Context: an optimization exercise on an open-source flow, tuned for small area. The choices shown serve that exercise and are no tape-out recipe. In this exercise RTL edits were held to simulation tests only and were not proved equivalent to the original. Power and IR drop assume default switching activity.

--- flow/run.sh ---
#!/bin/bash
# Standard ORFS layout, except: an area-oriented ABC mapping script in synthesis
# (registers are mapped before ABC runs, so they are the standard synthesis's),
# smaller port buffers, and a clock tree without dummy loads.
set -euo pipefail
F=$(pwd)/flow
export MY_ABC_SCRIPT=$F/area.script
export BUFFER_PORTS_ARGS="-buffer_cell sky130_fd_sc_hd__buf_1"
export CTS_ARGS="-sink_clustering_enable -repair_clock_nets -dont_use_dummy_load $(cat $F/cts_args.txt)"
bash standard.sh SYNTH_SCRIPT=$F/my_synth.tcl finish > flow_make.log 2>&1
--- flow/area.script ---
&get -n
&st
&dch -f
&nf -a
&put
--- flow/cts_args.txt ---
-buf_list sky130_fd_sc_hd__clkbuf_8 -sink_clustering_size 18 -sink_clustering_max_diameter 60
--- flow/my_synth.tcl ---
proc synth {args} { yosys synth -nofsm -noshare {*}$args }
set fh [open $::env(SCRIPTS_DIR)/synth.tcl]
set body [read $fh]
close $fh
set old {log_cmd abc {*}$abc_args}
set new {set abc_args [lreplace $abc_args 1 1 $::env(MY_ABC_SCRIPT)]; log_cmd abc {*}$abc_args}
if {[string first $old $body] < 0} { error "abc call not found" }
set body [string map [list $old $new] $body]
eval $body
# left out here: clear keep_hierarchy, flatten, clean up, hide names made inside functions, write 1_2_yosys.v
--- standard.sh ---
#!/bin/bash
# synth_recipe.tcl (not shown) runs the flow's synth.tcl, then flattens the netlist and writes it again
# the make line also repeats each setting of config.mk as NAME=value (left out here)
make -C /OpenROAD-flow-scripts/flow DESIGN_CONFIG=/design/flow/config.mk WORK_HOME=/design/flow/orfs CLKGATE_MAP_FILE= SYNTH_SCRIPT=/design/flow/synth_recipe.tcl "${@:-finish}"
--- config.mk ---
export PLATFORM = sky130hd
export DESIGN_NAME = axi_dfm_v1_0
export DESIGN_NICKNAME = axi_dfm_v1_0
export VERILOG_FILES = /design/flow/design.v
export SDC_FILE = /design/flow/constraint.sdc
export NUM_CORES = 4
export LEC_CHECK = 0
export CAP_MARGIN = 20
export CORE_MARGIN = 2
export CORE_UTILIZATION = 40
export PLACE_DENSITY = 0.6
export SLEW_MARGIN = 20
--- constraint.sdc ---
create_clock -name core_clock -period 5.0 [get_ports {s_axi_aclk}]
set_input_delay 1.0000 -clock core_clock [delete_from_list [all_inputs] [get_ports {s_axi_aclk}]]
set_output_delay 1.0000 -clock core_clock [all_outputs]
set_load 0.01 [all_outputs]
--- design.v ---
module data_syn(
    input logic clk_i,
    input logic rst_n_i,
    input logic data_i,
    output logic pos_edge_o
);
logic [3:0] data;
assign pos_edge_o = data[2] & ~data[3];
always_ff @(posedge clk_i or negedge rst_n_i)
begin
    if (!rst_n_i) begin
        data <= 4'b0000;
    end else begin
        data <= {data[2:0], data_i};
    end
end
endmodule
module edge2en(
    input logic clk_i,
    input logic rst_n_i,
    input logic data_i,
    output logic pos_edge_o
);
logic data_a, data_b;
assign pos_edge_o = ~data_b & data_a;
always_ff @(posedge clk_i or negedge rst_n_i)
begin
    if (!rst_n_i) begin
        data_a <= 1'b0;
        data_b <= 1'b0;
    end else begin
        data_a <= data_i;
        data_b <= data_a;
    end
end
endmodule
module startup #(
    parameter int W = 32
) (
    input logic clk_i,
    input logic rst_n_i,
    input logic  [4:0] gate_sync_i,
    input logic [W-1:0] gate_shift_i,
    output logic [4:0] gate_en_o
);
logic  [4:0] gate_en;
logic [W-1:0] gate_cnt;
logic        gate_next;
logic        gate_done;
assign gate_en_o = gate_en;
edge2en gate_next_en(
    .clk_i(clk_i),
    .rst_n_i(rst_n_i),
    .data_i(gate_done & (gate_en == gate_sync_i)),
    .pos_edge_o(gate_next)
);
logic [W-1:0] gate_cnt_c;
assign gate_cnt_c[0] = 1'b1;
genvar k;
generate
    for (k = 1; k < W; k = k + 1) begin: carry
        assign gate_cnt_c[k] = gate_cnt_c[k-1] & gate_cnt[k-1];
    end
endgenerate
always_ff @(posedge clk_i or negedge rst_n_i)
begin
    if (!rst_n_i) begin
        gate_en   <= 5'b00000;
        gate_cnt  <= {W{1'b0}};
        gate_done <= 1'b0;
    end else begin
        gate_en   <= gate_next ? {gate_en[3:0], (gate_sync_i != 5'b01111)} : gate_en;
        gate_cnt  <= gate_next ? {W{1'b0}} : gate_cnt ^ gate_cnt_c;
        gate_done <= gate_next ? 1'b0 : (gate_cnt == gate_shift_i) ? 1'b1 : gate_done;
    end
end
endmodule
module measure #(
    parameter int W = 32
) (
    input logic clk_i,
    input logic rst_n_i,
    input logic sig_clk_p_i,
    input logic         gate_en_i,
    input logic [W-1:0] gate_total_i,
    output logic           reg_wr_en_o,
    output logic [2*W-1:0] reg_wr_data_o,
    output logic gate_sync_o
);
logic gate_sync;
logic [1:0] close_st;
logic         gate_en;
logic [W-1:0] gate_cnt;
logic [W-1:0] sig_clk_cnt;
logic [W-1:0] ref_clk_cnt;
logic reg_wr_en;
assign reg_wr_en = close_st[1] & ~close_st[0];
assign reg_wr_en_o = reg_wr_en;
assign reg_wr_data_o = {ref_clk_cnt, sig_clk_cnt};
assign gate_sync_o = gate_sync;
always_ff @(posedge clk_i or negedge rst_n_i)
begin
    if (!rst_n_i) begin
        gate_en   <= 1'b0;
        gate_sync <= 1'b0;
        close_st <= 2'b00;
    end else begin
        if (gate_sync) begin
            gate_en   <= (gate_cnt == gate_total_i) ? 1'b0 : gate_en;
            gate_sync <= ~(sig_clk_p_i & ~gate_en);
        end else begin
            gate_en   <= gate_en_i;
            gate_sync <= sig_clk_p_i & gate_en;
        end
        close_st[0] <= gate_sync | (close_st[0] & ~close_st[1]);
        close_st[1] <= ~gate_sync & close_st[0];
    end
end
logic cnt_clr;
assign cnt_clr = ~(gate_sync | close_st[0]);
logic [W-1:0] gate_cnt_c, sig_clk_cnt_c, ref_clk_cnt_c;
logic [W-1:0] gate_cnt_n, sig_clk_cnt_n, ref_clk_cnt_n;
assign gate_cnt_c[0]    = 1'b1;
assign sig_clk_cnt_c[0] = sig_clk_p_i & gate_sync;
assign ref_clk_cnt_c[0] = gate_sync;
genvar k;
generate
    for (k = 1; k < W; k = k + 1) begin: carry
        assign gate_cnt_c[k]    = gate_cnt_c[k-1]    & gate_cnt[k-1];
        assign sig_clk_cnt_c[k] = sig_clk_cnt_c[k-1] & sig_clk_cnt[k-1];
        assign ref_clk_cnt_c[k] = ref_clk_cnt_c[k-1] & ref_clk_cnt[k-1];
    end
endgenerate
assign gate_cnt_n    = gate_cnt    ^ gate_cnt_c;
assign sig_clk_cnt_n = sig_clk_cnt ^ sig_clk_cnt_c;
assign ref_clk_cnt_n = ref_clk_cnt ^ ref_clk_cnt_c;
always_ff @(posedge clk_i)
begin
    gate_cnt    <= gate_sync ? gate_cnt_n : {W{1'b0}};
    sig_clk_cnt <= cnt_clr ? {W{1'b0}} : sig_clk_cnt_n;
    ref_clk_cnt <= cnt_clr ? {W{1'b0}} : ref_clk_cnt_n;
end
endmodule
`timescale 1ns / 1ps
module axi_dfm_v1_0(
    input logic s_axi_aclk,
    input logic s_axi_aresetn,
    input  logic [31:0] s_axi_awaddr,
    input  logic        s_axi_awvalid,
    output logic        s_axi_awready,
    input  logic [31:0] s_axi_wdata,
    input  logic        s_axi_wvalid,
    output logic        s_axi_wready,
    output logic s_axi_bvalid,
    input  logic s_axi_bready,
    input  logic [31:0] s_axi_araddr,
    input  logic        s_axi_arvalid,
    output logic        s_axi_arready,
    output logic [31:0] s_axi_rdata,
    output logic        s_axi_rvalid,
    input  logic        s_axi_rready,
    input  logic signal_in,
    output logic signal_done
);
localparam int W = 16;
logic [4:0] gate_en;
logic [4:0] gate_sync;
logic [W-1:0] gate_shift;
logic [W-1:0] gate_total;
logic         sig_clk_p;
logic     [4:0] raw_wr_en;
logic [2*W-1:0] raw_wr_data[5];
logic           reg_wr_en;
logic [2*W-1:0] reg_wr_data;
logic [2*W-1:0] reg_rd_data;
logic           wr_valid;
logic           rd_valid;
logic  [W-1:0] rdata;
assign s_axi_awready = s_axi_aresetn && s_axi_awvalid && (!s_axi_bvalid || s_axi_bready);
assign s_axi_wready  = s_axi_aresetn && s_axi_wvalid  && (!s_axi_bvalid || s_axi_bready);
assign s_axi_arready = s_axi_aresetn && s_axi_arvalid && (!s_axi_rvalid || s_axi_rready);
assign s_axi_rdata = {{(32-W){1'b0}}, rdata};
assign signal_done = reg_wr_en;
always_ff @(posedge s_axi_aclk or negedge s_axi_aresetn)
begin
    if (!s_axi_aresetn) begin
        gate_shift <= {W{1'b0}};
        gate_total <= {W{1'b0}};
        rd_valid <= 1'b0;
        s_axi_bvalid <= 1'b0;
        s_axi_rvalid <= 1'b0;
    end else begin
        if (s_axi_awready) begin
            case (s_axi_awaddr[7:0])
                8'h00:
                    gate_shift <= s_axi_wdata[W-1:0];
                8'h04:
                    gate_total <= s_axi_wdata[W-1:0];
                default:
                    rd_valid <= wr_valid;
            endcase
        end
        s_axi_bvalid <= (s_axi_bvalid & ~s_axi_bready) | s_axi_awready;
        s_axi_rvalid <= (s_axi_rvalid & ~s_axi_rready) | s_axi_arready;
    end
end
always_ff @(posedge s_axi_aclk)
begin
    if (s_axi_awready && s_axi_awaddr[7:0] != 8'h00 && s_axi_awaddr[7:0] != 8'h04)
        reg_rd_data <= reg_wr_data;
end
always_ff @(posedge s_axi_aclk)
begin
    if (!s_axi_rvalid || s_axi_rready) begin
        case (s_axi_araddr[7:0])
            8'h00:
                rdata <= gate_shift;
            8'h04:
                rdata <= gate_total;
            8'h08:
                rdata <= rd_valid ? reg_rd_data[W-1:0] : {W{1'b0}};
            8'h0C:
                rdata <= rd_valid ? reg_rd_data[2*W-1:W] : {W{1'b0}};
            default:
                rdata <= {W{1'b0}};
        endcase
    end
end
data_syn sig_clk_syn(
    .clk_i(s_axi_aclk),
    .rst_n_i(s_axi_aresetn),
    .data_i(signal_in),
    .pos_edge_o(sig_clk_p)
);
startup #(.W(W)) startup(
    .clk_i(s_axi_aclk),
    .rst_n_i(s_axi_aresetn),
    .gate_sync_i(gate_sync),
    .gate_shift_i(gate_shift),
    .gate_en_o(gate_en)
);
genvar i;
generate
    for (i = 0; i < 5; i = i + 1) begin: measure_block
        measure #(.W(W)) measure(
            .clk_i(s_axi_aclk),
            .rst_n_i(s_axi_aresetn),
            .sig_clk_p_i(sig_clk_p),
            .gate_en_i(gate_en[i]),
            .gate_total_i(gate_total),
            .reg_wr_en_o(raw_wr_en[i]),
            .reg_wr_data_o(raw_wr_data[i]),
            .gate_sync_o(gate_sync[i])
        );
    end
endgenerate
logic [2*W-1:0] wr_data;
always_comb
begin
    wr_data = {(2*W){1'b0}};
    for (int k = 0; k < 5; k = k + 1)
        wr_data = wr_data | (raw_wr_data[k] & {(2*W){raw_wr_en[k]}});
end
logic wr_multi;
assign wr_multi = (raw_wr_en[0] & (|raw_wr_en[4:1])) | (raw_wr_en[1] & (|raw_wr_en[4:2]))
                | (raw_wr_en[2] & (|raw_wr_en[4:3])) | (raw_wr_en[3] & raw_wr_en[4]);
always_ff @(posedge s_axi_aclk or negedge s_axi_aresetn)
begin
    if (!s_axi_aresetn) begin
        reg_wr_en <= 1'b0;
        wr_valid  <= 1'b0;
    end else begin
        reg_wr_en <= |raw_wr_en;
        if ((|raw_wr_en) && !wr_multi)
            wr_valid <= 1'b1;
    end
end
always_ff @(posedge s_axi_aclk)
begin
    if ((|raw_wr_en) && !wr_multi)
        reg_wr_data <= wr_data;
end
endmodule
==> impl_metrics.toml, run 1 <==
[critical_path]
crit_chain = "nor2b_1, and2_0, ha_1, ha_1, ha_1, ha_1, ha_1, ha_1, ha_1, ha_1, ha_1, ha_1, ha_1, ha_1, ha_1, ha_1, ha_1, nor2b_1"
path_common_cell = "ha_1"
start_kind = "flip-flop"
cp.arrival_ns = 4.48
crit_path_end_kind = "flip-flop"
slowest_delay_ns = 0.38
crit_slowest_cell = "dfrtp_1"
cp.required_ns = 5.52
path_max_fanout = 15
setup.worst_path.class = "flip-flop to flip-flop"

[cells_and_area]
syn_to_final_growth_pct = 8.48
nets = 1795
fill_cells = 3948
diodes = 0
drive_gt1_frac = 0.0434

[floorplanning]
die-area_sq_um = 44500
io-pin-count = 142
std_cell_rows = 75
die_h_um = 211
core_area_sq_um = 42100
start_util = 0.407
die_w_um = 211

[flow_run]
drv_cap = 0

[drt]
wl_per_cell_um = 16.7
route.detailed.drc = 0
drt-pass1-iter-count = 5
final_antenna_net_count = 0
viasPerCell = 5.00
wl_mm = 33.3
vias = 9949
drt_iter0_markers = 557

[logic_synthesis]
synth_top_area_frac = 0.280
synth_top_area_cell = "dfxtp_1"
synthDistinctLibCells = 36
yosys_warnings = 6
synth_area_leaders = "dfxtp_1 (28%), ha_1 (17%), edfxtp_1 (14%)"
synth_area_sq_um = 17100
ys_seq_area_frac = 0.544
ys_async_sr_fraction = 0.210
synth_common_cells = "dfxtp_1 (240), ha_1 (239), nor2b_1 (164), and2_0 (89), dfrtp_1 (85)"
synth_edf_count = 80
synth_flop_cell = "dfxtp_1"
synth_area_per_cell_sq_um = 12.8
ys_ff_latch = 405
post-synth-top-count-cell = "dfxtp_1"
netlist_instances = 1340

[sta]
fmax_ghz = 0.253
relSlewSlack = 0.296
layout_min_cycle_time_ns = 3.96
hold_violations = 0
fin_setup_tns_ns = 0
rsz0062_at_grt = "false"
drv_slew = 0
fin_worst_skew_ns = 0.0741
worstMarginPinSlew_ns = 1.05
setup_viol = 0
finalCritPeriodShare = 0.792

[clock_tree]
postCtsSetupBuffers = 0
clkTransAtPathRegs_ns = 0.10
cts_repair_resize_count = 0
h-tree-depth = 1
cts_sinks = 405
holdBufCountCts = 0
cts-root-to-sink-buffers = 3
cts_root_buffer = "clkbuf_8"
cts_tree = "yes"
clock_latency_ns = 0.64
cts_made_buffers = 31

[power_and_ir_drop]
ir_worst_vdd_v = 0.000227
p_per_area_nw_per_um2 = 374
p_seq_frac = 0.585
p_sw_frac = 0.314
cellLeakagePower_nw = 9.09
p_clk_frac = 0.221
power_switching_w = 0.00219
p_int_w = 0.00477
power_w = 0.00696
combinationalPowerShare = 0.194

[global_routing]
grtUsageTotal = 0.154
grt_overflow = 0
grt_pass1_wl_mm = 54.1
grt_pass1_vias = 10400
antenna_found_initial = 0
grt_max_degree = 63

[hold_path]
hp-class = "input port to asynchronous set/reset pin"

[placed_design]
port_buffers = 61
place_congestion = 0.740
dpl.hpwl_mm = 23.3

[outcome]
outcome = "finished clean"
[layer usage]
layer	GRT usage	wire length, um	vias to the layer above
met5	0	0	-
met1	0.198	15500	4847
met3	0.0207	1040	28
li1	-	-	4967
met4	0.0364	461	0
met2	0.275	16300	107
[flip-flops by register name, indices dropped and copies added, names as in the netlist, 5 cells and up, named ones only]
| name | count |
|---|---|
| measure_block.measure.sig_clk_cnt | 80 |
| reg_wr_data | 32 |
| measure_block.measure.gate_en | 5 |
| gate_shift | 16 |
| measure_block.measure.close_st | 10 |
| measure_block.measure.gate_cnt | 80 |
| rdata | 16 |
| gate_total | 16 |
| measure_block.measure.ref_clk_cnt | 80 |
| startup.gate_cnt | 16 |
| reg_rd_data | 32 |
| startup.gate_en | 5 |
[metrics by stage]
stage	hold slack (ns)	area [sq um]	setup slack [ns]	instances	utilization
floorplan	0.331	17200	0.220	1355	-
global placement	0.333	18200	0.989	1958	0.431
detailed placement	0.336	18200	0.947	1958	0.431
CTS	0.268	18600	0.963	1989	0.441
global route	0.281	18600	0.796	1989	0.441
finish	0.307	18600	1.04	1989	0.441
[area by class of cell]
class	count	area [sq um]	share of cell area
inverters	10	37.5	0.00202
clock buffers	31	427	0.0229
repair buffers	80	375	0.0202
well taps	539	674	0.0363
multi-input cells	924	7750	0.417
flip-flops and latches	405	9330	0.502
[worst paths after layout]
path	startpoint	to	slack (ns)	cells after the start
worst max-delay path	sig_clk_syn.data[2]$_DFF_PN0_	measure_block[4].measure.sig_clk_cnt[14]$_SDFF_PN0_	1.04	18
worst min-delay path	s_axi_aresetn	measure_block[2].measure.close_st[0]$_DFF_PN0_	0.31	1
worst max register to register	sig_clk_syn.data[2]$_DFF_PN0_	measure_block[4].measure.sig_clk_cnt[14]$_SDFF_PN0_	1.04	18
worst min register to register	sig_clk_syn.data[1]$_DFF_PN0_	sig_clk_syn.data[2]$_DFF_PN0_	0.31	0
max in group asynchronous	s_axi_aresetn	sig_clk_syn.data[0]$_DFF_PN0_	3.42	2
min in group core_clock	sig_clk_syn.data[1]$_DFF_PN0_	sig_clk_syn.data[2]$_DFF_PN0_	0.31	0
[power groups by stage]
stage	Combinational [W]	Clock, W	Sequential, W
floorplan	0.000773	0	0.00410
global placement	0.00136	0	0.00414
detailed placement	0.00139	0	0.00415
CTS	0.00140	0.00163	0.00408
global route	0.00154	0.00173	0.00412
finish	0.00135	0.00154	0.00407
[placed cells by master (no fill, tap or decap), types with 52 or more instances in the layout]
cell	netlist	final
dfxtp_1	240	240
buf_1	0	60
xor2_1	52	52
dfrtp_1	85	85
ha_1	239	239
xnor2_1	59	59
nor2b_1	164	159
nand2_1	59	59
and2_0	89	89
edfxtp_1	80	80
[worst max-delay path, delay by kind of cell (launching register included)]
family / cells / cell delay [ns]
and+or+nand+nor: 3 / 0.66
adders and majority gates: 15 / 2.86
DFF: 1 / 0.38
[kinds of logic after synthesis]
kind of cell,Yosys count,share of synthesized area
XOR/XNOR,111,0.0567
AND/OR/NAND/NOR,408,0.135
AO/OA/AOI/OAI,106,0.0515
other,1,0.000219
multiplexers,42,0.0276
adder cells (fa/ha/maj),241,0.176
flip-flops,405,0.544
buffers and inverters,26,0.00919
==> inputs of run 2 (changes only) <==
==> flow/cts_args.txt (replaced) <==
-sink_clustering_size 30 -sink_clustering_max_diameter 100
==> run 2 against run 1 <==
Register-to-register slack lost 0.02 ns. Maximum frequency down 0.56%. Still clean on timing, DRC and antenna. Via count decreased by 0.59%. Die area did not move. Final cell count decreased by 0.70%. Combinational power about the same. Clock-buffer cell count is 14 lower. Routed wire length shrank 0.93%. Sequential cell count unchanged. Synthesized cell count stayed put. Worst hold slack improved by 0.054 ns.
==> impl_metrics.toml, run 2 <==
[sta]
fin_setup_tns_ns = 0
fin_ws_ns = 1.02
setup_viol = 0
fin_worst_skew_ns = 0.0378
relSlewSlack = 0.297
fmax_ghz = 0.251
worstMarginPinSlew_ns = 1.05
rsz0062_at_grt = "false"
layout_min_cycle_time_ns = 3.98
hold_violations = 0
finalCritPeriodShare = 0.796
drv_slew = 0

[logic_synthesis]
ys_async_sr_fraction = 0.210
post-synth-top-count-cell = "dfxtp_1"
synthDistinctLibCells = 36
synth_edf_count = 80
ys_seq_area_frac = 0.544
synth_common_cells = "dfxtp_1 (240), ha_1 (239), nor2b_1 (164), and2_0 (89), dfrtp_1 (85)"
synth_top_area_frac = 0.280
synth_flop_cell = "dfxtp_1"
synth_area_sq_um = 17100
ys_ff_latch = 405
yosys_warnings = 6
synth_area_leaders = "dfxtp_1 (28%), ha_1 (17%), edfxtp_1 (14%)"
netlist_instances = 1340
synth_area_per_cell_sq_um = 12.8
synth_top_area_cell = "dfxtp_1"

[critical_path]
path_max_fanout = 15
r2r.worst_path.cells = 18
r2r_setup_slack_ns = 1.02
setup.worst_path.class = "flip-flop to flip-flop"
cp.required_ns = 5.41
start_kind = "flip-flop"
cp.arrival_ns = 4.39
timing.rr.start = "sig_clk_syn.data[2]$_DFF_PN0_"
crit_path_end_kind = "flip-flop"
reg2reg_to = "measure_block[4].measure.sig_clk_cnt[14]$_SDFF_PN0_"

[cells_and_area]
final_cell_mix = "dfxtp_1 (240), ha_1 (239), nor2b_1 (159)"
drive_gt1_frac = 0.0341
final_cells = 1975
layout_commonest_cell = "dfxtp_1"
diodes = 0
syn_to_final_growth_pct = 8.47
utilization = 0.441
nets = 1781
reg_top3 = "measure_block.measure.gate_cnt: 80 flops, measure_block.measure.ref_clk_cnt: 80 flops, measure_block.measure.sig_clk_cnt: 80 flops"
fill_cells = 3925

[drt]
route.detailed.drc = 0
final_antenna_net_count = 0
viasPerCell = 5.01
wl_per_cell_um = 16.7
wl_mm = 33.0
vias = 9890
drt-pass1-iter-count = 5
drt_iter0_markers = 530

[floorplanning]
io-pin-count = 142
die_w_um = 211
core_area_sq_um = 42100
die_h_um = 211
start_util = 0.407
die-area_sq_um = 44500
std_cell_rows = 75

[clock_tree]
clock_latency_ns = 0.53
holdBufCountCts = 0
cts_root_buffer = "clkbuf_16"
cts_repair_resize_count = 0
cts_tree = "yes"
postCtsSetupBuffers = 0
clkTransAtPathRegs_ns = 0.11
cts_made_buffers = 17
cts_sinks = 405
cts-root-to-sink-buffers = 3
h-tree-depth = 1

[global_routing]
grt_max_degree = 63
grt_pass1_wl_mm = 53.3
antenna_found_initial = 0
grtUsageTotal = 0.152
grt_overflow = 0
grt_pass1_vias = 10200

[placed_design]
port_buffers = 61
place_congestion = 0.740
dp_slack_ns = 0.947
dpl.hpwl_mm = 23.3
placed_cells = 1958

[hold_path]
hp-class = "flip-flop to flip-flop"
worstHoldEndpoint = "sig_clk_syn.data[1]$_DFF_PN0_"
worstHoldStart = "sig_clk_syn.data[0]$_DFF_PN0_"
min_path_cells = 0

[outcome]
outcome = "finished clean"

[power_and_ir_drop]
cellLeakagePower_nw = 9.08
ir_worst_vdd_v = 0.000223
p_per_area_nw_per_um2 = 376

[flow_run]
drv_cap = 0
[run 2: changes by cell type in the layout (fill, tap and decap cells not counted)]
cell       delta
clkbuf_16    +17
clkbuf_8     -31
[run 2: layer usage]
layer | track usage | wire, um
met1 | 0.198 | 15300
met2 | 0.272 | 16200
met3 | 0.0196 | 1060
met4 | 0.0257 | 379
met5 | 0 | 0
[run 2: worst max path at each step]
stage	startpoint	to	slack (ns)	cells after the start
after floorplan	measure_block[4].measure.close_st[0]$_DFF_PN0_	reg_wr_data[0]$_DFFE_PP_	0.22	4
after global placement	sig_clk_syn.data[2]$_DFF_PN0_	measure_block[0].measure.sig_clk_cnt[14]$_SDFF_PN0_	0.99	18
after detailed placement	sig_clk_syn.data[2]$_DFF_PN0_	measure_block[4].measure.sig_clk_cnt[14]$_SDFF_PN0_	0.95	18
after CTS	sig_clk_syn.data[2]$_DFF_PN0_	measure_block[4].measure.sig_clk_cnt[14]$_SDFF_PN0_	0.95	18
after global routing	sig_clk_syn.data[3]$_DFF_PN0_	measure_block[4].measure.sig_clk_cnt[14]$_SDFF_PN0_	0.77	18
final	sig_clk_syn.data[2]$_DFF_PN0_	measure_block[4].measure.sig_clk_cnt[14]$_SDFF_PN0_	1.02	18
[run 2: power breakdown]
group          switching, W  internal (W)
sequential         0.000234       0.00384
combinational      0.000962      0.000385
clock              0.000962      0.000618
[run 2: cell type report]
type | instances | area, sq um | share of cell area
Inverter | 10 | 37.5 | 0.00202
Timing Repair Buffer | 80 | 375 | 0.0202
Sequential cell | 405 | 9330 | 0.502
Tap cell | 539 | 674 | 0.0363
Clock buffer | 17 | 425 | 0.0229
Multi-Input combinational cell | 924 | 7750 | 0.417
[run 2: cells by family after synthesis]
family | Yosys count | share of synthesized area
and+or+nand+nor | 408 | 0.135
adders and majority gates | 241 | 0.176
AOI/OAI and AO/OA | 106 | 0.0515
muxes | 42 | 0.0276
xor gates and xnor gates | 111 | 0.0567
other | 1 | 0.000219
buffers and inverters | 26 | 0.00919
DFF | 405 | 0.544
[run 2: metrics by stage]
stage,hold slack [ns],instance area (sq um),total power [W]
after CTS,0.363,18600,0.00713
after detailed placement,0.336,18200,0.00555
final,0.361,18600,0.00700
after global routing,0.374,18600,0.00741
after floorplan,0.331,17200,0.00488
after global placement,0.333,18200,0.00550
[run 2: critical path, cell delays in order, from the launching register on]
cell,delay [ns]
dfrtp_1,0.38
nor2b_1,0.29
and2_0,0.24
ha_1,0.19
ha_1,0.18
ha_1,0.19
ha_1,0.19
ha_1,0.18
ha_1,0.18
ha_1,0.19
ha_1,0.18
ha_1,0.18
ha_1,0.18
ha_1,0.17
ha_1,0.19
ha_1,0.18
ha_1,0.19
ha_1,0.27
nor2b_1,0.13
==> inputs of run 3 (changes only) <==
==> flow/cts_args.txt (replaced) <==
-buf_list sky130_fd_sc_hd__clkbuf_4 -sink_clustering_size 12 -sink_clustering_max_diameter 40
==> run 3 against run 2 <==
Clock skew up 0.098 ns. Clock power down 4%. Sequential power about the same. Largest cell class unchanged. Largest power group unchanged. Highest routed layer unchanged.
==> impl_metrics.toml, run 3 <==
[sta]
whs_ns = 0.132
fin_setup_tns_ns = 0
fmax_ghz = 0.255
hold_violations = 0
drv_slew = 0
relSlewSlack = 0.307
setup_viol = 0
fin_ws_ns = 1.07
rsz0062_at_grt = "false"
layout_min_cycle_time_ns = 3.93
finalCritPeriodShare = 0.786
fin_worst_skew_ns = 0.136
worstMarginPinSlew_ns = 1.04

[cells_and_area]
drive_gt1_frac = 0.0584
ff_latch_area_sq_um = 9330
fill_cells = 3942
utilization = 0.441
multiInputGateArea_sq_um = 7750
nets = 1818
syn_to_final_growth_pct = 8.37
reg_top3 = "measure_block.measure.gate_cnt: 80 flops, measure_block.measure.ref_clk_cnt: 80 flops, measure_block.measure.sig_clk_cnt: 80 flops"
final_cell_mix = "dfxtp_1 (240), ha_1 (239), nor2b_1 (159)"
layout_commonest_cell = "dfxtp_1"
final_area_sq_um = 18600

[floorplanning]
start_util = 0.407
die_h_um = 211
std_cell_rows = 75
die-area_sq_um = 44500
io-pin-count = 142
die_w_um = 211
core_area_sq_um = 42100

[critical_path]
cp.required_ns = 5.63
path_max_fanout = 15
setup.worst_path.class = "flip-flop to flip-flop"
start_kind = "flip-flop"
crit_path_end_kind = "flip-flop"
cp.arrival_ns = 4.56
r2r_setup_slack_ns = 1.07

[logic_synthesis]
netlist_instances = 1340
yosys.area_share.simple = 0.135
synth_common_cells = "dfxtp_1 (240), ha_1 (239), nor2b_1 (164), and2_0 (89), dfrtp_1 (85)"
ys_async_sr_fraction = 0.210
synthMuxAreaShare = 0.0276
yosys_warnings = 6
synthDistinctLibCells = 36
ys_ff_latch = 405
synth-xor-area-share = 0.0567
synth_top_family_by_area = "adder cells"
synth_area_sq_um = 17100
post-synth-top-count-cell = "dfxtp_1"
synth_edf_count = 80
synth_compound_area_frac = 0.0515
synth_area_leaders = "dfxtp_1 (28%), ha_1 (17%), edfxtp_1 (14%)"
synth_area_per_cell_sq_um = 12.8
synth_top_area_frac = 0.280
synth_fa_ha_area_frac = 0.176
synth_top_area_cell = "dfxtp_1"
ys_seq_area_frac = 0.544
synth_flop_cell = "dfxtp_1"

[global_routing]
grt_max_degree = 63
grt_pass1_vias = 10500
antenna_found_initial = 1
grt_pass1_wl_mm = 54.3
grtUsageTotal = 0.157
grt_overflow = 0

[placed_design]
dpl.hpwl_mm = 23.3
place_congestion = 0.740
post_dp_cell_area_sq_um = 18200
dp_slack_ns = 0.947
port_buffers = 61

[clock_tree]
clock_latency_ns = 0.80
cts_made_buffers = 54
cts_sinks = 405
h-tree-depth = 2
clkTransAtPathRegs_ns = 0.12
cts-root-to-sink-buffers = 3
cts_root_buffer = "clkbuf_4"
cts_tree = "yes"
postCtsSetupBuffers = 0
cts_repair_resize_count = 0
holdBufCountCts = 0

[flow_run]
drv_cap = 0

[power_and_ir_drop]
p_per_area_nw_per_um2 = 374
cellLeakagePower_nw = 9.12
ir_worst_vdd_v = 0.000226

[outcome]
outcome = "finished clean"

[drt]
viasPerCell = 5.01
vias = 10100
drt-pass1-iter-count = 6
wl_mm = 33.7
drt_iter0_markers = 474
route.detailed.drc = 0
wl_per_cell_um = 16.7
final_antenna_net_count = 0

[hold_path]
hp-class = "input port to asynchronous set/reset pin"
==> run 3: cell counts after synthesis <==
Identical to the previous run, type by type.
==> run 3: logic make-up (layout without fill, tap and decap cells) <==
group           count (synthesis)  in the layout
fa+ha+maj                     241            241
mux                            42             42
other cells                     1             17
xor+xnor                      111            111
flops                         405            405
compound gates                106            106
simple gates                  408            408
buf+inv                        26            144
==> run 3: final timing paths <==
check,start,end,cells after the start
setup / recovery,sig_clk_syn.data[2]$_DFF_PN0_,measure_block[4].measure.sig_clk_cnt[14]$_SDFF_PN0_,18
hold / removal,s_axi_aresetn,measure_block[2].measure.close_st[0]$_DFF_PN0_,1
setup reg to reg,sig_clk_syn.data[2]$_DFF_PN0_,measure_block[4].measure.sig_clk_cnt[14]$_SDFF_PN0_,18
hold reg to reg,sig_clk_syn.data[1]$_DFF_PN0_,sig_clk_syn.data[2]$_DFF_PN0_,0
max in group asynchronous,s_axi_aresetn,sig_clk_syn.data[0]$_DFF_PN0_,2
min in group core_clock,sig_clk_syn.data[1]$_DFF_PN0_,sig_clk_syn.data[2]$_DFF_PN0_,0
==> run 3: per-layer routing <==
metal,wire [um],global-route usage
met4,843,0.0556
met3,1130,0.0285
met5,0,0
met1,15500,0.197
met2,16200,0.272
==> run 3: critical path, stage by stage (launching register included) <==
cell     delay (ns)
dfrtp_1        0.37
nor2b_1        0.29
and2_0         0.24
ha_1           0.19
ha_1           0.18
ha_1           0.19
ha_1           0.19
ha_1           0.18
ha_1           0.18
ha_1           0.19
ha_1           0.19
ha_1           0.18
ha_1           0.18
ha_1           0.18
ha_1           0.19
ha_1           0.18
ha_1           0.19
ha_1           0.27
nor2b_1        0.13
==> run 3: cell type report <==
cell class | instances | area share
Antenna cell | 1 | 0.000135
Multi-Input combinational cell | 924 | 0.417
Inverter | 10 | 0.00202
Tap cell | 539 | 0.0363
Sequential cell | 405 | 0.502
Timing Repair Buffer | 80 | 0.0202
Clock buffer | 54 | 0.0218
==> run 3: metrics by stage <==
| stage | total power (W) | instances |
|---|---|---|
| after detailed placement | 0.00555 | 1958 |
| after global routing | 0.00738 | 2013 |
| final | 0.00695 | 2013 |
| after floorplan | 0.00488 | 1355 |
| after CTS | 0.00709 | 2012 |
| after global placement | 0.00550 | 1958 |
==> run 3: power by group <==
group / switching [W] / internal (W)
registers: 0.000236 / 0.00384
clock network: 0.00103 / 0.000493
logic: 0.000965 / 0.000385
total: 0.00223 / 0.00472
==> inputs of run 4 (changes only) <==
==> flow/run.sh (replaced) <==
#!/bin/bash
# Standard ORFS layout, except: an area-oriented ABC mapping script in synthesis
# (registers are mapped before ABC runs, so they are the standard synthesis's),
# no half/full-adder cell extraction (ABC maps the adders with the rest),
# smaller port buffers, and a clock tree without dummy loads.
set -euo pipefail
F=$(pwd)/flow
export MY_ABC_SCRIPT=$F/area.script
export BUFFER_PORTS_ARGS="-buffer_cell sky130_fd_sc_hd__buf_1"
export CTS_ARGS="-sink_clustering_enable -repair_clock_nets -dont_use_dummy_load $(cat $F/cts_args.txt)"
bash standard.sh SYNTH_SCRIPT=$F/my_synth.tcl ADDER_MAP_FILE= finish > flow_make.log 2>&1
==> flow/cts_args.txt (replaced) <==
-sink_clustering_size 30 -sink_clustering_max_diameter 100
==> run 4 against run 3 <==
Still clean. Core utilization is 0.38 points higher. Die area is 4.9% lower. Critical path depth is 14 lower. Highest routed layer unchanged.
==> impl_metrics.toml, run 4 <==
[placed_design]
post_dp_cell_area_sq_um = 17400
place_congestion = 0.809
port_buffers = 61
placed_cells = 2154
dpl.hpwl_mm = 28.5

[cells_and_area]
utilization = 0.445
layout_commonest_cell = "dfxtp_1"
final_cells = 2173
nets = 1752
reg_top3 = "measure_block.measure.gate_cnt: 80 flops, measure_block.measure.ref_clk_cnt: 80 flops, measure_block.measure.sig_clk_cnt: 80 flops"
syn_to_final_growth_pct = 9.23
drive_gt1_frac = 0.0340
final_cell_mix = "dfxtp_1 (240), nor2_1 (164), a21oi_1 (121)"
final_area_sq_um = 17800

[logic_synthesis]
netlist_instances = 1543
synth-xor-area-share = 0.0575
post-synth-top-count-cell = "dfxtp_1"
synthDistinctLibCells = 37
synth_common_cells = "dfxtp_1 (240), nor2_1 (165), a21oi_1 (121), nor3_1 (118)"
synth_area_leaders = "dfxtp_1 (29%), edfxtp_1 (15%), dfrtp_1 (13%)"
synth_edf_count = 80
synth_fa_ha_area_frac = 0
synth_top_family_by_area = "simple AND/OR/NAND/NOR gates"
yosys.area_share.simple = 0.206
yosys_warnings = 6
synth_flop_cell = "dfxtp_1"
ys_ff_latch = 405
synth_top_area_cell = "dfxtp_1"
ys_async_sr_fraction = 0.210
synthMuxAreaShare = 0.0228
ys_seq_area_frac = 0.573
synth_area_per_cell_sq_um = 10.6
synth_top_area_frac = 0.295
synth_compound_area_frac = 0.131
synth_area_sq_um = 16300

[drt]
final_antenna_net_count = 0
wl_mm = 40.2
wl_per_cell_um = 18.5
drt_iter0_markers = 1143
drt-pass1-iter-count = 5
vias = 12300
route.detailed.drc = 0
viasPerCell = 5.67

[critical_path]
crit_slowest_cell = "nand2b_1"
path_max_fanout = 18
r2r.worst_path.cells = 7
start_kind = "input port"
path_common_cell = "buf_1"
setup.worst_path.class = "input port to output port"
crit_path_end_kind = "output port"
cp.required_ns = 4.00
cp.arrival_ns = 2.08
crit_chain = "buf_1, nand2b_1, nor2b_1, buf_1"
slowest_delay_ns = 0.65

[sta]
relSlewSlack = 0.298
fin_setup_tns_ns = 0
fin_worst_skew_ns = 0.0253
layout_min_cycle_time_ns = 3.08
whs_ns = 0.352
worstMarginPinSlew_ns = 1.05
hold_violations = 0
finalCritPeriodShare = 0.616
fmax_ghz = 0.325
drv_slew = 0
rsz0062_at_grt = "false"
setup_viol = 0

[clock_tree]
cts-root-to-sink-buffers = 3
postCtsSetupBuffers = 0
cts_made_buffers = 17
cts_sinks = 405
cts_root_buffer = "clkbuf_16"
clkTransAtPathRegs_ns = 0.09
clock_latency_ns = 0.53
h-tree-depth = 1
cts_repair_resize_count = 0
holdBufCountCts = 0
cts_tree = "yes"

[flow_run]
drv_cap = 0

[outcome]
outcome = "finished clean"

[floorplanning]
std_cell_rows = 73
core_area_sq_um = 40000
io-pin-count = 142
die_w_um = 206
start_util = 0.407
die_h_um = 206
die-area_sq_um = 42400

[global_routing]
antenna_found_initial = 0
grt_pass1_wl_mm = 63.2
grt_overflow = 0
grt_max_degree = 48
grt_pass1_vias = 11400
grtUsageTotal = 0.190

[power_and_ir_drop]
p_per_area_nw_per_um2 = 411
cellLeakagePower_nw = 7.22
ir_worst_vdd_v = 0.000248

[hold_path]
hp-class = "flip-flop to flip-flop"
min_path_cells = 0
[run 4: cell count changes after synthesis, moves of 20 or more]
cell	change
a21oi_1	+115
and2_0	-48
and3_1	+70
and4_1	+63
ha_1	-239
nand3_1	+20
nor2_1	+135
nor2b_1	-150
nor3_1	+117
o21ai_0	+77
o22ai_1	+36
[run 4: routing by layer]
layer,routed length (um),track usage,vias up
met5,0,0,-
met4,1000,0.0510,0
met3,1570,0.0219,61
met2,19100,0.316,241
met1,18600,0.261,5999
li1,-,-,6021
[run 4: logic make-up after synthesis]
logic type                after synthesis
buffers and inverters                  26
and+or+nand+nor                       623
DFF                                   405
xor gates and xnor gates              107
muxes                                  33
AOI/OAI and AO/OA                     348
other                                   1
[run 4: worst paths after layout]
| path | startpoint | to | slack (ns) |
|---|---|---|---|
| min in group asynchronous | s_axi_aresetn | startup.gate_cnt[15]$_DFF_PN0_ | 0.59 |
| min reg2reg | sig_clk_syn.data[0]$_DFF_PN0_ | sig_clk_syn.data[1]$_DFF_PN0_ | 0.35 |
| max | s_axi_rready | s_axi_arready | 1.92 |
| max in group asynchronous | s_axi_aresetn | sig_clk_syn.data[1]$_DFF_PN0_ | 3.33 |
| min | sig_clk_syn.data[0]$_DFF_PN0_ | sig_clk_syn.data[1]$_DFF_PN0_ | 0.35 |
| max reg2reg | flip-flop | measure_block[1].measure.sig_clk_cnt[15]$_SDFF_PN0_ | 1.98 |
[run 4: power breakdown]
group | switching, W | internal (W)
registers | 0.000423 | 0.00388
clock network | 0.000977 | 0.000619
logic | 0.00101 | 0.000403
total | 0.00241 | 0.00490
[run 4: critical path: cells and delay by family]
family,cells,cell delay [ns]
AND/OR/NAND/NOR,2,0.86
buffers and inverters,2,0.22
[run 4: layout make-up]
cell class	instances	area, sq um
Timing Repair Buffer	87	428
Multi-Input combinational cell	1127	6910
Antenna cell	2	5.00
Fill cell	3791	22200
Tap cell	525	657
Inverter	10	37.5
Clock buffer	17	425
Sequential cell	405	9330
[run 4: per-stage QoR]
step | setup WS, ns | total power (W)
global placement | 1.64 | 0.00574
global route | 1.78 | 0.00770
floorplan | 0.536 | 0.00507
finish | 1.92 | 0.00731
CTS | 1.88 | 0.00737
detailed placement | 1.56 | 0.00580
==> inputs of run 5 (changes only) <==
==> flow/area.script (replaced) <==
&get -n
&st
&dch -f
&nf -a -R 1000
&put
--- a/config.mk
+++ b/config.mk
@@ -8,5 +8,6 @@
 export CAP_MARGIN = 20
 export CORE_MARGIN = 2
 export CORE_UTILIZATION = 40
+export GPL_TIMING_DRIVEN = 0
 export PLACE_DENSITY = 0.6
 export SLEW_MARGIN = 20
==> run 5 against run 4 <==
Synthesized cell count shrank 2.0%. Non-clock buffer count grew 13. Sequential power grew 4%. Critical path type is now flip-flop to flip-flop. Highest routed layer unchanged.
==> impl_metrics.toml, run 5 <==
[clock_tree]
h-tree-depth = 1
cts_repair_resize_count = 0
cts_tree = "yes"
cts_root_buffer = "clkbuf_16"
cts_made_buffers = 17
postCtsSetupBuffers = 0
clock_latency_ns = 0.53
clkTransAtPathRegs_ns = 0.11
holdBufCountCts = 0
cts_sinks = 405
cts-root-to-sink-buffers = 3

[drt]
viasPerCell = 5.55
final_antenna_net_count = 0
drt_iter0_markers = 973
drt-pass1-iter-count = 5
wl_per_cell_um = 18.1
wl_mm = 39.0
route.detailed.drc = 0
vias = 11900

[logic_synthesis]
synth_flop_cell = "dfxtp_1"
yosys_warnings = 6
synth_area_per_cell_sq_um = 10.6
synth_top_area_cell = "dfxtp_1"
synth_area_leaders = "dfxtp_1 (30%), edfxtp_1 (15%), dfrtp_1 (13%)"
post-synth-top-count-cell = "dfxtp_1"
ys_ff_latch = 405
synthDistinctLibCells = 34
netlist_instances = 1512
synth_top_area_frac = 0.301
ys_seq_area_frac = 0.584
ys_async_sr_fraction = 0.210
synth_common_cells = "dfxtp_1 (240), a21oi_1 (194), nor3_1 (125), nor2_1 (102), and3_1 (93)"
synth_area_sq_um = 16000
synth_edf_count = 80

[critical_path]
cp.arrival_ns = 4.00
path_max_fanout = 30
cp.required_ns = 5.40
setup.worst_path.class = "flip-flop to flip-flop"
start_kind = "flip-flop"
crit_path_end_kind = "flip-flop"

[cells_and_area]
fill_cells = 3696
layout_commonest_cell = "dfxtp_1"
syn_to_final_growth_pct = 11.2
nets = 1734
diodes = 0
drive_gt1_frac = 0.0491
reg_top3 = "measure_block.measure.gate_cnt: 80 flops, measure_block.measure.ref_clk_cnt: 80 flops, measure_block.measure.sig_clk_cnt: 80 flops"
final_cell_mix = "dfxtp_1 (240), a21oi_1 (194), nor3_1 (124)"

[sta]
layout_min_cycle_time_ns = 3.61
rsz0062_at_grt = "false"
fin_setup_tns_ns = 0
drv_slew = 0
worstMarginPinSlew_ns = 0.865
fmax_ghz = 0.277
hold_violations = 0
fin_worst_skew_ns = 0.0366
fin_ws_ns = 1.39
setup_viol = 0
finalCritPeriodShare = 0.721
relSlewSlack = 0.423

[power_and_ir_drop]
p_per_area_nw_per_um2 = 418
power_w = 0.00743
cellLeakagePower_nw = 7.19
ir_worst_vdd_v = 0.000298

[global_routing]
grt_max_degree = 36
grt_pass1_wl_mm = 61.4
grt_overflow = 0
grtUsageTotal = 0.186
antenna_found_initial = 0
grt_pass1_vias = 11200

[placed_design]
port_buffers = 61
dpl.hpwl_mm = 27.2
place_congestion = 0.798
dp_slack_ns = 1.23

[floorplanning]
die_h_um = 204
die_w_um = 204
core_area_sq_um = 39500
die-area_sq_um = 41500
std_cell_rows = 73
start_util = 0.404
io-pin-count = 142

[outcome]
outcome = "finished clean"

[flow_run]
drv_cap = 0

[hold_path]
hp-class = "input port to asynchronous set/reset pin"
-- run 5: layer usage --
metal	routed length, um	global-route usage
met5	0	0
met4	1080	0.0529
met3	1530	0.0207
met2	17900	0.310
met1	18400	0.256
-- run 5: worst paths after layout --
path | from | endpoint | slack [ns] | depth (start not counted)
setup / recovery | flip-flop | measure_block[4].measure.ref_clk_cnt[15]$_SDFF_PN0_ | 1.39 | 12
hold / removal | s_axi_aresetn | startup.gate_cnt[11]$_DFF_PN0_ | 0.33 | 1
setup reg to reg | flip-flop | measure_block[4].measure.ref_clk_cnt[15]$_SDFF_PN0_ | 1.39 | 12
hold reg to reg | sig_clk_syn.data[1]$_DFF_PN0_ | sig_clk_syn.data[2]$_DFF_PN0_ | 0.36 | 0
max in group asynchronous | s_axi_aresetn | asynchronous set/reset pin | 4.00 | 3
min in group core_clock | sig_clk_syn.data[1]$_DFF_PN0_ | sig_clk_syn.data[2]$_DFF_PN0_ | 0.36 | 0
-- run 5: power by group --
| group | total, W | leakage, nW | internal [W] | switching (W) |
|---|---|---|---|---|
| clock | 0.00159 | 0.209 | 0.000619 | 0.000976 |
| sequential | 0.00448 | 3.84 | 0.00388 | 0.000598 |
| combinational | 0.00136 | 3.15 | 0.000473 | 0.000885 |
| total | 0.00743 | 7.19 | 0.00497 | 0.00246 |
-- run 5: critical path: stages (launching register included) --
cell     delay [ns]
dfrtp_2        0.88
and3_1         0.37
and3_1         0.22
and2_0         0.27
and3_1         0.24
and2_0         0.26
and3_1         0.23
and2_0         0.25
and3_1         0.23
and2_0         0.24
nand2_1        0.09
xor2_1         0.13
nor2_1         0.05
-- run 5: area by class of cell --
cell class / instances / area (sq um) / area share
Inverter: 10 / 37.5 / 0.00211
Sequential cell: 405 / 9340 / 0.526
Clock buffer: 17 / 425 / 0.0240
Buffer: 16 / 120 / 0.00677
Multi-Input combinational cell: 1096 / 6630 / 0.374
Timing Repair Buffer: 84 / 541 / 0.0304
Tap cell: 525 / 657 / 0.0370
-- run 5: cell families after synthesis --
logic type	synth area share
other	0.000235
multiplexers	0.0233
AO/OA/AOI/OAI	0.153
AND/OR/NAND/NOR	0.170
XOR/XNOR	0.0587
buffers and inverters	0.00987
flip-flops	0.584
-- run 5: through the flow --
| step | std cells | hold slack, ns | instance area (sq um) | utilization |
|---|---|---|---|---|
| 6_report | 2153 | 0.330 | 17800 | 0.449 |
| 3_5_place_dp | 2134 | 0.336 | 17300 | 0.438 |
| 4_1_cts | 2151 | 0.317 | 17700 | 0.448 |
| 3_3_place_gp | 2113 | 0.333 | 16900 | 0.428 |
| 5_1_grt | 2153 | 0.320 | 17800 | 0.449 |
| 2_1_floorplan | 1527 | 0.331 | 16000 | - |
==> inputs of run 6 (changes only) <==
--- a/config.mk
+++ b/config.mk
@@ -5,9 +5,8 @@
 export SDC_FILE = /design/flow/constraint.sdc
 export NUM_CORES = 4
 export LEC_CHECK = 0
-export CAP_MARGIN = 20
+export CAP_MARGIN = 5
 export CORE_MARGIN = 2
 export CORE_UTILIZATION = 40
-export GPL_TIMING_DRIVEN = 0
 export PLACE_DENSITY = 0.6
-export SLEW_MARGIN = 20
+export SLEW_MARGIN = 5
==> run 6 against run 5 <==
Still clean. Combinational power about the same. Clock skew grew 0.0042 ns. Clock-buffer cell count is the same. Register-to-register slack lost 0.04 ns. Sequential share of layout area grew 0.80 points. Final cell count down 0.56%. Routed wire length rose by 0.77%. First-iteration DRC count increased by 3.3%. Worst setup slack lost 0.045 ns. Core utilization decreased by 0.71 points. Sequential cell count unchanged. Power fell by 1.2%. Critical endpoint is now measure_block[3].measure.ref_clk_cnt[15]$_SDFF_PN0_. Largest cell class unchanged.
==> impl_metrics.toml, run 6 <==
[logic_synthesis]
synth_edf_count = 80
yosys_warnings = 6
synth_flop_cell = "dfxtp_1"
post-synth-top-count-cell = "dfxtp_1"
synth_area_sq_um = 16000
ys_seq_area_frac = 0.584
ys_async_sr_fraction = 0.210
synth_common_cells = "dfxtp_1 (240), a21oi_1 (194), nor3_1 (125), nor2_1 (102), and3_1 (93)"
synth_area_leaders = "dfxtp_1 (30%), edfxtp_1 (15%), dfrtp_1 (13%)"
synth_top_area_frac = 0.301
ys_ff_latch = 405
synth_area_per_cell_sq_um = 10.6
netlist_instances = 1512
synth_top_area_cell = "dfxtp_1"
synthDistinctLibCells = 34

[sta]
worstMarginPinSlew_ns = 1.17
rsz0062_at_grt = "false"
finalCritPeriodShare = 0.730
fin_setup_tns_ns = 0
fin_worst_skew_ns = 0.0408
drv_slew = 0
relSlewSlack = 0.220
fin_ws_ns = 1.35
fmax_ghz = 0.274
hold_violations = 0
setup_viol = 0
layout_min_cycle_time_ns = 3.65

[critical_path]
setup.worst_path.class = "flip-flop to flip-flop"
slowest_delay_ns = 0.97
path_max_fanout = 21
cp.arrival_ns = 4.04
path_common_cell = "and3_1"
start_kind = "flip-flop"
crit_path_end_kind = "flip-flop"
crit_chain = "and3_1, and3_1, and2_0, and3_1, and2_0, and3_1, and2_0, and3_1, and2_0, nand2_1, xor2_1, nor2_1"
cp.required_ns = 5.38
crit_slowest_cell = "dfrtp_1"

[global_routing]
grt_pass1_vias = 11200
grt_pass1_wl_mm = 62.3
grt_overflow = 0
grtUsageTotal = 0.189
grt_max_degree = 46
antenna_found_initial = 0

[cells_and_area]
reg_top3 = "measure_block.measure.gate_cnt: 80 flops, measure_block.measure.ref_clk_cnt: 80 flops, measure_block.measure.sig_clk_cnt: 80 flops"
fill_cells = 3763
nets = 1722
diodes = 0
layout_commonest_cell = "dfxtp_1"
syn_to_final_growth_pct = 9.42
final_cell_mix = "dfxtp_1 (240), a21oi_1 (194), nor3_1 (124)"
drive_gt1_frac = 0.0347

[drt]
final_antenna_net_count = 0
wl_per_cell_um = 18.3
route.detailed.drc = 0
drt_iter0_markers = 1005
viasPerCell = 5.54
wl_mm = 39.3
vias = 11900
drt-pass1-iter-count = 9

[placed_design]
port_buffers = 61
dp_slack_ns = 1.39
dpl.hpwl_mm = 27.1
place_congestion = 0.800

[power_and_ir_drop]
ir_worst_vdd_v = 0.000323
p_per_area_nw_per_um2 = 420
cellLeakagePower_nw = 7.07

[floorplanning]
core_area_sq_um = 39500
io-pin-count = 142
die_h_um = 204
start_util = 0.404
die-area_sq_um = 41500
std_cell_rows = 73
die_w_um = 204

[clock_tree]
cts_tree = "yes"
clock_latency_ns = 0.52
cts_made_buffers = 17
cts_sinks = 405
clkTransAtPathRegs_ns = 0.11
cts_repair_resize_count = 0
h-tree-depth = 1
cts-root-to-sink-buffers = 3
holdBufCountCts = 0
postCtsSetupBuffers = 0
cts_root_buffer = "clkbuf_16"

[hold_path]
hp-class = "flip-flop to flip-flop"

[flow_run]
drv_cap = 0

[outcome]
outcome = "finished clean"
run 6: cell counts after synthesis:
Identical to the previous run, type by type.
run 6: worst paths after layout:
check | slack [ns] | depth (start not counted) | startpoint | end
hold / removal | 0.36 | 0 | sig_clk_syn.data[1]$_DFF_PN0_ | sig_clk_syn.data[2]$_DFF_PN0_
min in group asynchronous | 0.51 | 1 | s_axi_aresetn | startup.gate_cnt[12]$_DFF_PN0_
hold reg to reg | 0.36 | 0 | sig_clk_syn.data[1]$_DFF_PN0_ | sig_clk_syn.data[2]$_DFF_PN0_
max in group asynchronous | 3.36 | 2 | s_axi_aresetn | reg_wr_en$_DFF_PN0_
setup reg to reg | 1.35 | 12 | flip-flop | measure_block[3].measure.ref_clk_cnt[15]$_SDFF_PN0_
setup / recovery | 1.35 | 12 | flip-flop | measure_block[3].measure.ref_clk_cnt[15]$_SDFF_PN0_
run 6: logic make-up (layout without fill, tap and decap cells):
| family | Yosys count | count (layout) | synth area share |
|---|---|---|---|
| simple gates | 531 | 531 | 0.170 |
| buf+inv | 26 | 115 | 0.00987 |
| xor+xnor | 107 | 107 | 0.0587 |
| compound gates | 409 | 409 | 0.153 |
| mux | 33 | 33 | 0.0233 |
| flops | 405 | 405 | 0.584 |
| other cells | 1 | 16 | 0.000235 |
run 6: layer usage:
metal	up-vias	track usage	part of all wire
met1	5690	0.267	0.47
met4	0	0.0594	0.030
met3	64	0.0179	0.041
met2	249	0.307	0.46
met5	-	0	0
li1	5868	-	-
run 6: per-stage QoR:
stage               power, W  instances  instance area, sq um  hold WS, ns   util
floorplan            0.00507       1527                 16000        0.331      -
finish               0.00734       2141                 17500        0.361  0.442
detailed placement   0.00583       2124                 17100        0.338  0.431
global placement     0.00578       2124                 17100        0.337  0.431
global route         0.00771       2141                 17500        0.357  0.442
CTS                  0.00740       2141                 17500        0.361  0.442
run 6: report_power, final:
group | internal [W] | switching, W
clock | 0.000619 | 0.000978
combinational | 0.000399 | 0.000964
sequential | 0.00388 | 0.000502
run 6: cell type report:
cell class	count	area [sq um]	area share
Clock buffer	17	425	0.0243
Sequential cell	405	9330	0.534
Tap cell	525	657	0.0376
Timing Repair Buffer	88	435	0.0249
Multi-Input combinational cell	1096	6590	0.377
Inverter	10	37.5	0.00215
run 6: critical path, delay by kind of cell, from the launching register on:
kind / cells / cell delay (ns)
xor gates and xnor gates: 1 / 0.13
and+or+nand+nor: 11 / 2.38
DFF: 1 / 0.97
==> inputs of run 7 (changes only) <==
--- a/design.v
+++ b/design.v
@@ -106,12 +106,12 @@
         close_st <= 2'b00;
     end else begin
         if (gate_sync) begin
-            gate_en   <= (gate_cnt == gate_total_i) ? 1'b0 : gate_en;
-            gate_sync <= ~(sig_clk_p_i & ~gate_en);
+            gate_en <= (gate_cnt == gate_total_i) ? 1'b0 : gate_en;
         end else begin
-            gate_en   <= gate_en_i;
-            gate_sync <= sig_clk_p_i & gate_en;
+            gate_en <= gate_en_i;
         end
+        if (sig_clk_p_i)
+            gate_sync <= gate_en;
         close_st[0] <= gate_sync | (close_st[0] & ~close_st[1]);
         close_st[1] <= ~gate_sync & close_st[0];
     end
--- a/config.mk
+++ b/config.mk
@@ -5,8 +5,8 @@
 export SDC_FILE = /design/flow/constraint.sdc
 export NUM_CORES = 4
 export LEC_CHECK = 0
-export CAP_MARGIN = 5
+export CAP_MARGIN = 20
 export CORE_MARGIN = 2
 export CORE_UTILIZATION = 40
 export PLACE_DENSITY = 0.6
-export SLEW_MARGIN = 5
+export SLEW_MARGIN = 20
==> run 7 against run 6 <==
Still clean. Non-clock buffer count fell by 3. Clock-buffer cell count did not move. Final cell count fell by 0.65%. Synthesized area rose by 0.13%. Routed wire length fell by 5.1%. Sequential cell count did not move. Via count fell by 1.9%.
==> impl_metrics.toml, run 7 <==
[critical_path]
setup.worst_path.class = "flip-flop to flip-flop"
start_kind = "flip-flop"
path_max_fanout = 12
path_common_cell = "and3_1"
cp.arrival_ns = 4.08
slowest_delay_ns = 0.69
cp.required_ns = 5.39
r2r_setup_slack_ns = 1.31
crit_slowest_cell = "nor2b_1"
crit_chain = "nor2b_1, and3_1, and3_1, and3_1, and2_0, and3_1, and2_0, and3_1, and2_0, and3_1, and3_1, nor3_1"
crit_path_end_kind = "flip-flop"

[global_routing]
grt_max_degree = 60
grt_pass1_vias = 11000
antenna_found_initial = 0
grt_overflow = 0
grtUsageTotal = 0.178
grt_pass1_wl_mm = 59.4

[cells_and_area]
drive_gt1_frac = 0.0362
fill_cells = 3765
nets = 1708
syn_to_final_growth_pct = 9.51
multiInputGateArea_sq_um = 6590
layout_commonest_cell = "dfxtp_1"
reg_top3 = "measure_block.measure.gate_cnt: 80 flops, measure_block.measure.ref_clk_cnt: 80 flops, measure_block.measure.sig_clk_cnt: 80 flops"
diodes = 0
final_area_sq_um = 17500
ff_latch_area_sq_um = 9330
final_cell_mix = "dfxtp_1 (240), a21oi_1 (168), nor3_1 (139)"

[power_and_ir_drop]
power_w = 0.00725
ir_worst_vdd_v = 0.000211
p_per_area_nw_per_um2 = 414
cellLeakagePower_nw = 7.04

[sta]
fin_setup_tns_ns = 0
fmax_ghz = 0.271
rsz0062_at_grt = "false"
setup_viol = 0
fin_worst_skew_ns = 0.0273
drv_slew = 0
layout_min_cycle_time_ns = 3.69
hold_violations = 0
worstMarginPinSlew_ns = 0.984
relSlewSlack = 0.341
finalCritPeriodShare = 0.739

[drt]
wl_met3_mm = 1.28
wl_met1_mm = 17.3
wl_mm = 37.2
vias = 11600
final_antenna_net_count = 0
viasPerCell = 5.47
drt_iter0_markers = 936
topRoutingLayerUsed = "met4"
wl_per_cell_um = 17.5
drt-pass1-iter-count = 8
route.met2.wl_mm = 17.9
route.detailed.drc = 0

[clock_tree]
cts_sinks = 405
cts-root-to-sink-buffers = 3
cts_tree = "yes"
cts_root_buffer = "clkbuf_16"
clock_latency_ns = 0.53
clkTransAtPathRegs_ns = 0.11
holdBufCountCts = 0
h-tree-depth = 1
cts_repair_resize_count = 0
cts_made_buffers = 17
postCtsSetupBuffers = 0

[floorplanning]
core_area_sq_um = 39600
std_cell_rows = 73
die_h_um = 204
die-area_sq_um = 41600
start_util = 0.403
io-pin-count = 142
die_w_um = 204

[logic_synthesis]
synth_top_area_cell = "dfxtp_1"
ys_async_sr_fraction = 0.210
synth_edf_count = 80
synth_area_per_cell_sq_um = 10.7
ys_ff_latch = 405
synth_common_cells = "dfxtp_1 (240), a21oi_1 (168), nor3_1 (140), nor2_1 (117), and3_1 (100)"
synth_area_leaders = "dfxtp_1 (30%), edfxtp_1 (15%), dfrtp_1 (13%)"
synthDistinctLibCells = 32
yosys_warnings = 6
synth_area_sq_um = 16000
netlist_instances = 1501
ys_seq_area_frac = 0.584
synth_top_area_frac = 0.300
synth_flop_cell = "dfxtp_1"
post-synth-top-count-cell = "dfxtp_1"

[placed_design]
port_buffers = 61
post_dp_cell_area_sq_um = 17100
place_congestion = 0.790
dpl.hpwl_mm = 26.4

[outcome]
outcome = "finished clean"

[flow_run]
drv_cap = 0

[hold_path]
hp-class = "flip-flop to flip-flop"
==> run 7: layout make-up <==
class	instances	share of cell area
multi-input cells	1076	0.376
clock buffers	17	0.0243
repair buffers	85	0.0247
flip-flops and latches	405	0.533
well taps	525	0.0375
inverters	19	0.00407
==> run 7: logic make-up (layout without fill, tap and decap cells) <==
| group | count (synthesis) | in the layout | share of synthesized area |
|---|---|---|---|
| other cells | 1 | 16 | 0.000234 |
| compound gates | 377 | 377 | 0.145 |
| simple gates | 523 | 523 | 0.167 |
| mux | 32 | 32 | 0.0225 |
| buf+inv | 35 | 121 | 0.0120 |
| xor+xnor | 128 | 128 | 0.0701 |
| flops | 405 | 405 | 0.584 |
==> run 7: through the flow <==
stage	hold slack, ns	instances	utilization	setup WS, ns
finish	0.359	2127	0.442	1.31
global route	0.387	2127	0.442	0.846
CTS	0.360	2126	0.441	1.25
detailed placement	0.335	2109	0.430	1.28
global placement	0.334	2109	0.430	1.34
floorplan	0.331	1516	-	0.584
==> run 7: worst paths after layout <==
| kind | from | to | cells after the start |
|---|---|---|---|
| worst max-delay path | sig_clk_syn.data[2]$_DFF_PN0_ | measure_block[4].measure.sig_clk_cnt[15]$_SDFF_PN0_ | 12 |
| worst min-delay path | sig_clk_syn.data[1]$_DFF_PN0_ | sig_clk_syn.data[2]$_DFF_PN0_ | 0 |
| worst max register to register | sig_clk_syn.data[2]$_DFF_PN0_ | measure_block[4].measure.sig_clk_cnt[15]$_SDFF_PN0_ | 12 |
| worst min register to register | sig_clk_syn.data[1]$_DFF_PN0_ | sig_clk_syn.data[2]$_DFF_PN0_ | 0 |
| max in group asynchronous | s_axi_aresetn | measure_block[3].measure.gate_en$_DFFE_PN0P_ | 2 |
| min in group asynchronous | s_axi_aresetn | startup.gate_cnt[1]$_DFF_PN0_ | 1 |
==> run 7: layer usage <==
metal	GRT usage	vias up
met3	0.0187	44
met1	0.242	5656
met4	0.0417	0
met2	0.305	198
met5	0	-
li1	-	5743
==> run 7: critical path, delay by kind of cell (launching register included) <==
kind | cells | cell delay, ns
flops | 1 | 0.35
simple gates | 12 | 3.20
==> run 7: power breakdown <==
group	switching (W)	internal [W]
clock	0.000972	0.000619
sequential	0.000420	0.00387
combinational	0.000978	0.000391
==> inputs of run 8 (changes only) <==
--- a/config.mk
+++ b/config.mk
@@ -7,6 +7,6 @@
 export LEC_CHECK = 0
 export CAP_MARGIN = 20
 export CORE_MARGIN = 2
-export CORE_UTILIZATION = 40
-export PLACE_DENSITY = 0.6
+export CORE_UTILIZATION = 65
+export PLACE_DENSITY = 0.8
 export SLEW_MARGIN = 20
==> run 8 against run 7 <==
Register-to-register slack improved by 0.14 ns. First-iteration DRC count up 24%. Core utilization rose by 27 points. Combinational power is essentially flat. Largest power group unchanged. Highest routed layer unchanged.
==> impl_metrics.toml, run 8 <==
[floorplanning]
die-area_sq_um = 25900
io-pin-count = 142
start_util = 0.659
die_h_um = 161
std_cell_rows = 57
core_area_sq_um = 24200
die_w_um = 161

[placed_design]
dpl.hpwl_mm = 24.9
placed_cells = 1906
place_congestion = 0.830
port_buffers = 61

[cells_and_area]
final_cells = 1923
syn_to_final_growth_pct = 7.68
ff_latch_area_sq_um = 9330
reg_top3 = "measure_block.measure.gate_cnt: 80 flops, measure_block.measure.ref_clk_cnt: 80 flops, measure_block.measure.sig_clk_cnt: 80 flops"
diodes = 0
fill_cells = 1818
nets = 1705
multiInputGateArea_sq_um = 6590
utilization = 0.710
drive_gt1_frac = 0.0338
layout_commonest_cell = "dfxtp_1"
final_cell_mix = "dfxtp_1 (240), a21oi_1 (168), nor3_1 (140)"

[logic_synthesis]
synth_common_cells = "dfxtp_1 (240), a21oi_1 (168), nor3_1 (140), nor2_1 (117), and3_1 (100)"
synth_area_sq_um = 16000
ys_async_sr_fraction = 0.210
synth_area_per_cell_sq_um = 10.7
synth_top_area_cell = "dfxtp_1"
post-synth-top-count-cell = "dfxtp_1"
netlist_instances = 1501
yosys_warnings = 6
synth_area_leaders = "dfxtp_1 (30%), edfxtp_1 (15%), dfrtp_1 (13%)"
synthDistinctLibCells = 32
ys_seq_area_frac = 0.584
synth_top_area_frac = 0.300
ys_ff_latch = 405
synth_flop_cell = "dfxtp_1"
synth_edf_count = 80

[global_routing]
antenna_found_initial = 1
grt_overflow = 0
grt_pass1_wl_mm = 56.8
grt_max_degree = 70
grtUsageTotal = 0.272
grt_pass1_vias = 11100

[critical_path]
crit_slowest_cell = "nor2b_1"
start_kind = "flip-flop"
path_common_cell = "and3_1"
path_max_fanout = 10
cp_top_family = "simple AND/OR/NAND/NOR gates"
slowest_delay_ns = 0.52
cp.arrival_ns = 3.95
setup.worst_path.class = "flip-flop to flip-flop"
crit_path_end_kind = "flip-flop"
critical_path_buf_inv_count = 0
crit_chain = "nor2b_1, and3_1, and3_1, and3_1, and2_0, and3_1, and2_0, and3_1, and2_0, and3_1, and3_1, nor3_1"
cp.required_ns = 5.40

[drt]
wl_per_cell_um = 18.3
drt-pass1-iter-count = 6
wl_mm = 35.3
final_antenna_net_count = 0
drt_iter0_markers = 1161
route.detailed.drc = 0
viasPerCell = 6.17
vias = 11900

[clock_tree]
cts_made_buffers = 17
postCtsSetupBuffers = 0
clock_latency_ns = 0.53
cts_repair_resize_count = 0
clkTransAtPathRegs_ns = 0.11
cts-root-to-sink-buffers = 3
h-tree-depth = 1
cts_sinks = 405
cts_root_buffer = "clkbuf_16"
cts_tree = "yes"
holdBufCountCts = 0

[sta]
whs_ns = 0.359
setup_viol = 0
fin_setup_tns_ns = 0
drv_slew = 0
relSlewSlack = 0.282
layout_min_cycle_time_ns = 3.55
hold_violations = 0
fin_worst_skew_ns = 0.0408
finalCritPeriodShare = 0.710
worstMarginPinSlew_ns = 1.07
rsz0062_at_grt = "false"
fmax_ghz = 0.282

[power_and_ir_drop]
ir_worst_vdd_v = 0.000281
power_w = 0.00719
p_per_area_nw_per_um2 = 418
cellLeakagePower_nw = 7.02

[flow_run]
drv_cap = 0

[outcome]
outcome = "finished clean"

[hold_path]
hp-class = "flip-flop to flip-flop"
run 8: final cells by class:
type | count | area share
clock buffers | 17 | 0.0247
inverters | 19 | 0.00414
multi-input cells | 1076 | 0.382
flip-flops and latches | 405 | 0.542
well taps | 324 | 0.0235
repair buffers | 82 | 0.0231
run 8: worst paths after layout:
kind                                               startpoint                                                   to  slack [ns]  cells after the start
max in group asynchronous                       s_axi_aresetn                           gate_total[14]$_DFFE_PN0P_        3.36                      2
min in group asynchronous                       s_axi_aresetn                        sig_clk_syn.data[2]$_DFF_PN0_        0.39                      1
worst max-delay path            sig_clk_syn.data[2]$_DFF_PN0_  measure_block[4].measure.sig_clk_cnt[15]$_SDFF_PN0_        1.45                     12
worst min register to register  sig_clk_syn.data[0]$_DFF_PN0_                        sig_clk_syn.data[1]$_DFF_PN0_        0.36                      0
worst max register to register  sig_clk_syn.data[2]$_DFF_PN0_  measure_block[4].measure.sig_clk_cnt[15]$_SDFF_PN0_        1.45                     12
worst min-delay path            sig_clk_syn.data[0]$_DFF_PN0_                        sig_clk_syn.data[1]$_DFF_PN0_        0.36                      0
run 8: kinds of logic (layout without fill, tap and decap cells):
logic type | count (synthesis) | after routing | share of synthesized area
simple gates | 523 | 523 | 0.167
xor+xnor | 128 | 128 | 0.0701
flops | 405 | 405 | 0.584
other cells | 1 | 16 | 0.000234
mux | 32 | 32 | 0.0225
buf+inv | 35 | 118 | 0.0120
compound gates | 377 | 377 | 0.145
run 8: worst reg2reg max path, delay by kind of cell (launching register included):
kind          cells  cell delay (ns)
simple gates     12             3.06
flops             1             0.35
run 8: report_power, final:
| group | total [W] | switching, W | internal (W) |
|---|---|---|---|
| combinational | 0.00139 | 0.000992 | 0.000394 |
| clock | 0.00156 | 0.000943 | 0.000618 |
| sequential | 0.00425 | 0.000382 | 0.00386 |
run 8: metrics by stage:
stage | area [sq um] | setup slack [ns]
global route | 17200 | 1.11
detailed placement | 16800 | 1.47
finish | 17200 | 1.45
global placement | 16800 | 1.52
CTS | 17200 | 1.45
floorplan | 16000 | 0.584
run 8: routing by layer:
layer	up-vias	part of all wire	routed length, um	global-route usage
met2	295	0.49	17100	0.464
li1	5746	-	-	-
met4	0	0.025	888	0.0722
met1	5775	0.44	15600	0.372
met3	54	0.046	1630	0.0307
met5	-	0	0	0

## static timing again, ports no longer ideal
No port has a modelled driver above. Below, the same layouts with a new extraction and two added sets of constraints. Step 1 (the two cells are an assumption about what drives the block):
set clk [get_ports {s_axi_aclk}]
set_driving_cell -lib_cell sky130_fd_sc_hd__clkbuf_16 $clk
set_driving_cell -lib_cell sky130_fd_sc_hd__buf_2 [delete_from_list [all_inputs] $clk]
Step 2, shift: input delay + t, output delay - t, t = (earliest + latest rising clock arrival at the registers) / 2. This alone moves slack from input paths to output paths. a / b / c = ideal ports / drivers / drivers and shift; a / b = the first two.
run	shift t [ns]	slack for setup (ns)	worst slew at a driven data input, ns
run 1	0.649	1.041 / 1.041 / 1.041	0.05
run 2	0.557	1.019 / 1.019 / 1.019	0.05
run 3	0.788	1.071 / 1.071 / 1.071	0.05
run 4	0.571	1.921 / 1.895 / 1.578	0.06
run 5	0.559	1.393 / 1.393 / 1.393	0.05
run 6	0.554	1.349 / 1.349 / 1.349	0.05
run 7	0.567	1.306 / 1.306 / 1.306	0.08
run 8	0.561	1.450 / 1.450 / 1.450	0.05
After both steps setup and hold are still met in every run listed. The setup slack of run 4, which loses most, moves by -0.026 ns with the drivers and by -0.343 ns with both steps.
